This design comes from an exercise in tuning for small area and a short achievable clock period on the open sky130 flow, not from production work.
At most, simulation tests tie the RTL to the original design; equivalence was not proved.

build 69:
## top
module top #(parameter m = 7) (
    input clk,
    input signed [m-1:0] noise_in,
    output reg signed [2*m-1:0] filter_out
);
Size: roughly 22 I/O pins.
==> flow/config.mk <==
export PLATFORM = sky130hd
export DESIGN_NAME = top
export DESIGN_NICKNAME = top
export VERILOG_FILES = /design/flow/design.v
export SDC_FILE = /design/flow/constraint.sdc
export NUM_CORES = 4
export LEC_CHECK = 0
export CAP_MARGIN = 20
export CORE_MARGIN = 2
export CORE_UTILIZATION = 60
export CTS_BUF_LIST = sky130_fd_sc_hd__clkbuf_4
export SLEW_MARGIN = 20
export SYNTH_HIERARCHICAL = 1
==> flow/constraint.sdc <==
create_clock -name core_clock -period 10.0 [get_ports {clk}]
set_input_delay 2.0000 -clock core_clock [delete_from_list [all_inputs] [get_ports {clk}]]
set_output_delay 2.0000 -clock core_clock [all_outputs]
set_load 0.01 [all_outputs]
standard.sh (not shown) runs the stock make flow with config.mk's settings and CLKGATE_MAP_FILE= SYNTH_SCRIPT=/design/flow/synth_recipe.tcl, a recipe that flattens the netlist after the stock synthesis.
==> flow/flow/run.sh <==
#!/bin/bash
# The standard ORFS layout with two changes:
# * the port buffers are buf_4 cells instead of the delay buffer that
#   buffer_ports picks by default (about half a nanosecond on every input);
# * from clock-tree synthesis on, the standard repair_timing steps aim for
#   6.95 ns of setup slack, resizing and swapping pins only, so that the few
#   paths from the input port get larger gates; the constraints (10 ns clock,
#   2 ns input and output delays) are unchanged.
set -euo pipefail
export BUFFER_PORTS_ARGS="-buffer_cell sky130_fd_sc_hd__buf_4"
bash standard.sh place > standard_place.log 2>&1
export SETUP_SLACK_MARGIN=6.95
export SETUP_MOVE_SEQUENCE=sizeup,swap
bash standard.sh finish > standard_finish.log 2>&1
Build 69 ended with every stage complete and zero timing, DRC or antenna violations.
The following lists how build 62 was set up differently from build 69:
Settings: a change of CORE_UTILIZATION from 60 to 65.
--- a/flow/flow/run.sh
+++ b/flow/flow/run.sh
@@ -1,4 +1,4 @@
 #!/bin/bash
-# The standard ORFS layout with two changes:
+# The standard ORFS layout with these changes:
 # * the port buffers are buf_4 cells instead of the delay buffer that
 #   buffer_ports picks by default (about half a nanosecond on every input);
@@ -6,7 +6,15 @@
 #   6.95 ns of setup slack, resizing and swapping pins only, so that the few
 #   paths from the input port get larger gates; the constraints (10 ns clock,
-#   2 ns input and output delays) are unchanged.
+#   2 ns input and output delays) are unchanged;
+# * clock-tree synthesis inserts no dummy loads (cells that only add load to
+#   balance the tree: about 200 um2 of this small design's area);
+# * after floorplanning, logic cells that synthesis gave a drive strength
+#   above 1 are set back to drive 1 (flow/downsize.tcl); repair upsizes them
+#   again where needed.
 set -euo pipefail
 export BUFFER_PORTS_ARGS="-buffer_cell sky130_fd_sc_hd__buf_4"
+export CTS_ARGS="-sink_clustering_enable -repair_clock_nets -buf_list sky130_fd_sc_hd__clkbuf_4 -dont_use_dummy_load"
+bash standard.sh floorplan > standard_floorplan.log 2>&1
+ODB=orfs/results/sky130hd/top/base/2_floorplan.odb openroad -no_init -exit flow/downsize.tcl > downsize.log 2>&1
 bash standard.sh place > standard_place.log 2>&1
 export SETUP_SLACK_MARGIN=6.95
==> flow/flow/downsize.tcl (new file) <==
# After floorplanning: every logic cell that synthesis mapped to a drive
# strength above 1 becomes the drive-1 cell of the same function; the later
# repair steps upsize again wherever slew, load or timing call for it.
set odb $::env(ODB)
read_db $odb
set db [ord::get_db]
set n 0
foreach inst [[ord::get_db_block] getInsts] {
  set m [[$inst getMaster] getName]
  if {[regexp {^(sky130_fd_sc_hd__(a21oi|o21ai|nor2b|nand2b|nor2|nand2|xor2|xnor2|inv|a21o|o21a|and2|or2|and2b))_([2-9]|1[0-9])$} $m -> base]} {
    set small [$db findMaster ${base}_1]
    if {$small ne "NULL" && $small ne ""} {
      if {[$inst swapMaster $small]} { incr n }
    }
  }
}
puts "downsized $n cells"
write_db $odb
### Flow results
The minimum clock period of build 62 was inferior to that of build 69. Relative area change from synthesis to final layout: higher on build 69. Final hold slack in build 62 is 24 ps lower than in build 69. Diff build 62 and build 69: total wirelength of the detailed-routed design lower in build 69. The final-layout non-clock buffer area share of build 62 and that of build 69 are within noise of each other. Compared with build 69, build 62 shows post-route met1 wirelength lower by about 2.7%.
#### Input delta (build 30 over build 62)
Settings: a change of CORE_UTILIZATION from 65 to 60.
Notes after the runs:
On placeable core region, build 30 does worse than build 62.
On register fraction of the total cell area, build 30 and build 62 are neck and neck.
Post-synthesis share of cell area spent on and, or, nand and nor gates came out exactly the same in build 30 and build 62.
For build 83, these inputs were changed with respect to build 30:
==> flow/flow/run.sh <==
#!/bin/bash
# The standard ORFS layout with two changes:
# * the port buffers are buf_4 cells instead of the delay buffer that
#   buffer_ports picks by default (about half a nanosecond on every input);
# * from clock-tree synthesis on, the standard repair_timing steps aim for
#   6.95 ns of setup slack, resizing and swapping pins only, so that the few
#   paths from the input port get larger gates; the constraints (10 ns clock,
#   2 ns input and output delays) are unchanged;
# * clock-tree synthesis inserts no dummy loads (cells that only add load to
#   balance the tree: about 200 um2 of this small design's area).
set -euo pipefail
export BUFFER_PORTS_ARGS="-buffer_cell sky130_fd_sc_hd__buf_4"
export CTS_ARGS="-sink_clustering_enable -repair_clock_nets -buf_list sky130_fd_sc_hd__clkbuf_4 -dont_use_dummy_load"
bash standard.sh place > standard_place.log 2>&1
export SETUP_SLACK_MARGIN=6.95
export SETUP_MOVE_SEQUENCE=sizeup,swap
bash standard.sh finish > standard_finish.log 2>&1
removed: flow/flow/downsize.tcl
Build 83 vs build 30 — area of the multi-input gates rose 80 um^2.
Wire length, build 83 and build 30: higher on build 83
Relative to build 30, the number of filler instances in the final layout measured on build 83 has increased by a few percent.
Compared with build 30, build 83 shows met2 demand-to-capacity share in global routing higher by 1.2 points.
Re adder-cell share of the synthesized area: no difference whatsoever between build 83 and build 30.
From build 30 to build 83 the numbers moved as follows: wire length of the first global-routing pass saw an increase; register cell area after layout stayed essentially flat; arrival time of the worst setup path down 70 ps; post-route cell area saw an increase.


top, a different RTL version from the one above (not shown whole).
Size in the first run: about 530 cells after synthesis, ~120 flip-flops, about 22 I/O pins, about 6700 um^2 of cells after synthesis.
clock: 10.0 ns
lec_check: 0
cap_margin: 20
core_margin: 2
core_utilization: 60
cts_buf_list: sky130_fd_sc_hd__clkbuf_4
cts_cluster_size: 8
slew_margin: 20
synth_hierarchical: 1
==> flow/flow/run.sh <==
#!/bin/bash
# The standard ORFS layout, with one change: the port buffers are buf_4
# cells instead of the delay buffer that buffer_ports picks by default, which
# puts about half a nanosecond on every path from an input.
set -euo pipefail
export BUFFER_PORTS_ARGS="-buffer_cell sky130_fd_sc_hd__buf_4"
bash standard.sh finish > standard.log 2>&1
The baseline completed with no timing, DRC or antenna violations.
==> next run, changes <==
Settings changed: CTS_CLUSTER_SIZE 8 to not set.
Die area is unchanged; critical path depth does not change; maximum frequency is unchanged; cell area is unchanged; synthesized cell count is unchanged; non-clock buffer count does not change; core utilization stays the same; routed wire length stays the same; cell count does not change; via count stays the same.
No run of this note included a check of the RTL's function; only the layout flow was run.


RTL: one of the versions met above, not the one the previous note started from.
For scale: roughly 460 cells after synthesis, ~120 flip-flops, ~22 I/O pins, about 6100 um^2 of cells after synthesis.
==> flow/config.mk <==
export PLATFORM = sky130hd
export DESIGN_NAME = top
export DESIGN_NICKNAME = top
export VERILOG_FILES = /design/flow/design.v
export SDC_FILE = /design/flow/constraint.sdc
export NUM_CORES = 4
export LEC_CHECK = 0
export CAP_MARGIN = 20
export CORE_MARGIN = 2
export CORE_UTILIZATION = 60
export CTS_BUF_LIST = sky130_fd_sc_hd__clkbuf_4
export SLEW_MARGIN = 20
export SYNTH_HIERARCHICAL = 1
==> flow/constraint.sdc <==
create_clock -name core_clock -period 10.0 [get_ports {clk}]
set_input_delay 2.0000 -clock core_clock [delete_from_list [all_inputs] [get_ports {clk}]]
set_output_delay 2.0000 -clock core_clock [all_outputs]
set_load 0.01 [all_outputs]
==> flow/flow/run.sh <==
#!/bin/bash
# The standard ORFS layout with two changes:
# * the port buffers are buf_4 cells instead of the delay buffer that
#   buffer_ports picks by default (about half a nanosecond on every input);
# * from clock-tree synthesis on, the standard repair_timing steps aim for
#   7.05 ns of setup slack, resizing and swapping pins only, so that the few
#   paths from the input port get larger gates; the constraints (10 ns clock,
#   2 ns input and output delays) are unchanged.
set -euo pipefail
export BUFFER_PORTS_ARGS="-buffer_cell sky130_fd_sc_hd__buf_4"
bash standard.sh place > standard_place.log 2>&1
export SETUP_SLACK_MARGIN=7.05
export SETUP_MOVE_SEQUENCE=sizeup,swap
bash standard.sh finish > standard_finish.log 2>&1
Change:
==> flow/flow/run.sh (replaced) <==
#!/bin/bash
# The standard ORFS layout with two changes:
# * the port buffers are buf_4 cells instead of the delay buffer that
#   buffer_ports picks by default (about half a nanosecond on every input);
# * from clock-tree synthesis on, the standard repair_timing steps aim for
#   6.9 ns of setup slack, resizing and swapping pins only, so that the few
#   paths from the input port get larger gates; the constraints (10 ns clock,
#   2 ns input and output delays) are unchanged;
# * clock-tree synthesis inserts no dummy loads (cells that only add load to
#   balance the tree: about 200 um2 of this small design's area).
set -euo pipefail
export BUFFER_PORTS_ARGS="-buffer_cell sky130_fd_sc_hd__buf_4"
export CTS_ARGS="-sink_clustering_enable -repair_clock_nets -buf_list sky130_fd_sc_hd__clkbuf_4 -dont_use_dummy_load"
bash standard.sh place > standard_place.log 2>&1
export SETUP_SLACK_MARGIN=6.9
export SETUP_MOVE_SEQUENCE=sizeup,swap
bash standard.sh finish > standard_finish.log 2>&1
Setup slack degrades by 0.035 ns. Count of clock-buffer cells in the layout is unchanged.

-- static timing again, ports no longer ideal --
No port has a modelled driver above. Below, the same layouts with a new extraction and two added sets of constraints. Step 1: set_driving_cell puts a clkbuf_16 on clk and a buf_2 on each other input, an assumption about the parent block. Step 2 moves the port delays by t, midway between the first and last clock arrival at a register: inputs arrive t later, outputs are due t later. That takes back most of the time a late clock gives input paths. Three values: no drivers, after step 1, after step 2; two values: the first two.
run	shift t [ns]	setup slack, ns	worst hold slack (ns)
build 69	0.548	6.932 / 6.939 / 6.391	0.380 / 0.381 / 0.381
build 62	0.495	6.905 / 6.913 / 6.418	0.357 / 0.357 / 0.357
build 30	0.532	6.905 / 6.911 / 6.379	0.372 / 0.372 / 0.372
build 83	0.532	6.982 / 6.984 / 6.457	0.379 / 0.379 / 0.379
the first run of note 2	0.538	6.790 / 6.795 / 6.257	0.359 / 0.359 / 0.359
the second run of note 2	0.538	6.790 / 6.795 / 6.257	0.359 / 0.359 / 0.359
the first run of note 3	0.553	6.970 / 6.949 / 6.426	0.381 / 0.381 / 0.381
the second run of note 3	0.536	6.934 / 6.941 / 6.405	0.380 / 0.380 / 0.380
After both steps setup and hold are still met in every run listed. For the first run of note 3, which loses most, drivers alone change the setup slack by -0.021 ns; drivers and shift together by -0.544 ns.
